From an optimization exercise on the open Yosys and OpenROAD flow, aimed at small area; shortcuts taken in it are not production practice.
Only simulation tests tie the RTL to the original design; equivalence was not proved.

Setup of trial 7:
## Cordic
module Cordic(input clk, input signed [15:0] Xin, input signed [15:0] Yin, input [15:0] angle,
              output reg signed [15:0] Xout, output reg signed [15:0] Yout);
clock: 7.0 ns
lec_check: 0
cap_margin: 20
core_margin: 2
core_utilization: 60
cts_buf_list: sky130_fd_sc_hd__clkbuf_4
slew_margin: 20
run.sh (not shown) runs the stock make flow with config.mk's settings and CLKGATE_MAP_FILE= SYNTH_SCRIPT=/design/flow/synth_recipe.tcl, a recipe that flattens the netlist after the stock synthesis.
> inputs changed (trial 7 -> build 5)
- putting PLACE_DENSITY at 0.8 where nothing was set
- swapping sky130_fd_sc_hd__clkbuf_4 for sky130_fd_sc_hd__clkbuf_2 sky130_fd_sc_hd__clkbuf_4 in CTS_BUF_LIST
- swapping 60 for 70 in CORE_UTILIZATION
- Build 5 finished end to end and its layout was clean on timing, DRC and antenna.
- Going from trial 7 to build 5, sequential fraction of total cell area essentially unchanged; number of global-route vias before repair shows an increase of about 0.9%; detailed-placement wirelength estimate shrank by 240 um.
- Build 5: wire length on met1 is about 2% higher than what trial 7 reported.
- Number of nets at the end of the flow (lower): build 5
- Via count normalized by instance count, build 5 vs trial 7: up by a few percent


Another version of the RTL of Cordic (not shown whole).
Size: ~1,400 cells after synthesis, roughly 390 flip-flops, ~81 I/O pins, ~21,000 µm² of cells after synthesis.
clock: 7.0 ns
lec_check: 0
cap_margin: 5
core_margin: 2
core_utilization: 80
place_density: 0.85
slew_margin: 5
synth_hierarchical: 1
standard.sh (not shown) runs the stock make flow with config.mk's settings and CLKGATE_MAP_FILE= SYNTH_SCRIPT=/design/flow/synth_recipe.tcl, a recipe that flattens the netlist after the stock synthesis.
==> flow/flow/run.sh <==
#!/bin/bash
# The standard layout (standard synthesis included), except that the port
# buffers use the smallest buffer cell and clock tree synthesis adds no dummy
# loads. ORFS keeps each step's log under orfs/logs/; the make output goes to
# standard.log.
set -euo pipefail
export BUFFER_PORTS_ARGS="-buffer_cell sky130_fd_sc_hd__buf_1"
export CTS_ARGS="-sink_clustering_enable -repair_clock_nets -dont_use_dummy_load -buf_list sky130_fd_sc_hd__clkbuf_8 -sink_clustering_size 18 -sink_clustering_max_diameter 80"
bash standard.sh > standard.log 2>&1
The starting point finished clean.
Then changed:
--- a/flow/config.mk
+++ b/flow/config.mk
@@ -9,4 +9,4 @@
 export CORE_MARGIN = 2
-export CORE_UTILIZATION = 80
-export PLACE_DENSITY = 0.85
+export CORE_UTILIZATION = 70
+export PLACE_DENSITY = 0.75
 export SLEW_MARGIN = 5
Flip-flop and latch count stays the same.
Die area rose by roughly a tenth.
Worst setup slack gets better by 0.11 ns.
Via count went down by a few percent.
Wire length drops by a little under a tenth.
Critical path depth stays the same.
Design area came out higher slightly.
Hold slack stays flat.
Maximum frequency increases slightly.


Another version of the RTL of Cordic (not shown whole).
Size in the first run: ~81 I/O pins, about 22000 um2 of cells after synthesis.
export LEC_CHECK = 0
export CAP_MARGIN = 20
export CORE_MARGIN = 2
export CORE_UTILIZATION = 70
export CTS_BUF_LIST = sky130_fd_sc_hd__clkbuf_16
export CTS_CLUSTER_DIAMETER = 70
export CTS_CLUSTER_SIZE = 32
export PLACE_DENSITY = 0.75
export SLEW_MARGIN = 20
export SYNTH_HIERARCHICAL = 1
create_clock -name core_clock -period 7.0 [get_ports {clk}]
run.sh (not shown) runs the stock make flow with config.mk's settings and CLKGATE_MAP_FILE= SYNTH_SCRIPT=/design/flow/synth_recipe.tcl, a recipe that flattens the netlist after the stock synthesis.
Stock flow here: none of the scripts above is used.
The baseline completed with no timing, DRC or antenna violations.
Edit:
==> flow/flow/run.sh (new file) <==
#!/bin/bash
# The standard layout (standard synthesis included), except that the port
# buffers use the smallest buffer cell and clock tree synthesis adds no dummy
# loads. ORFS keeps each step's log under orfs/logs/; the make output goes to
# standard.log.
set -euo pipefail
export BUFFER_PORTS_ARGS="-buffer_cell sky130_fd_sc_hd__buf_1"
export CTS_ARGS="-sink_clustering_enable -repair_clock_nets -dont_use_dummy_load -buf_list sky130_fd_sc_hd__clkbuf_16 -sink_clustering_size 32 -sink_clustering_max_diameter 70"
bash standard.sh > standard.log 2>&1
==> flow/standard.sh (new file) <==
#!/bin/bash
# synth_recipe.tcl (not shown) runs the flow's synth.tcl, then flattens the netlist and writes it again
# the make line also repeats each setting of config.mk as NAME=value (left out here)
make -C /OpenROAD-flow-scripts/flow DESIGN_CONFIG=/design/flow/config.mk WORK_HOME=/design/flow/orfs CLKGATE_MAP_FILE= SYNTH_SCRIPT=/design/flow/synth_recipe.tcl "${@:-finish}"
removed: flow/run.sh
After rerunning: Maximum frequency hardly moves; worst setup slack degrades by 0.0039 ns; routed wire length falls by about 1.2%; final cell count went down by about 1.2%; design area came out lower by 3.2%; first-iteration DRC count grows by about 7%; critical path depth falls by 1; die area does not change; clock-buffer cell count rises by 4.

## afterwards: timing with drivers on the ports
Ports are ideal in the flow. The routed layouts listed here were re-timed in OpenROAD.
Step 1 assumes that a clkbuf_16 drives the clock port and a buf_2 every other input.
Step 2 times the ports against the registers' clock, not the clock port: input delays grow and output delays shrink by t, the midpoint of the rising clock arrivals with the driver on.
Slacks: no drivers / after step 1 / after step 2; pairs: no drivers / after step 1.
| run | shift t [ns] | slack for setup (ns) | latest minus earliest clock arrival (ns) | worst data-port slew with drivers (ns) |
|---|---|---|---|---|
| trial 7 | 0.795 | 0.248 / 0.248 / -0.296 | 0.047 / 0.047 | 0.05 |
| build 5 | 0.798 | 0.213 / 0.213 / -0.298 | 0.089 / 0.089 | 0.05 |
| the first run of note 2 | 0.606 | 0.202 / 0.202 / 0.202 | 0.047 / 0.046 | 0.03 |
| the second run of note 2 | 0.601 | 0.309 / 0.309 / 0.309 | 0.042 / 0.042 | 0.03 |
| the first run of note 3 | 0.609 | 0.180 / 0.180 / 0.180 | 0.019 / 0.019 | 0.05 |
| the second run of note 3 | 0.603 | 0.177 / 0.177 / 0.177 | 0.083 / 0.082 | 0.03 |
Met with ideal ports but missed after step 2: setup timing in trial 7 and build 5. For trial 7, which loses most, drivers alone change the setup slack by 0.000 ns; drivers and shift together by -0.544 ns.
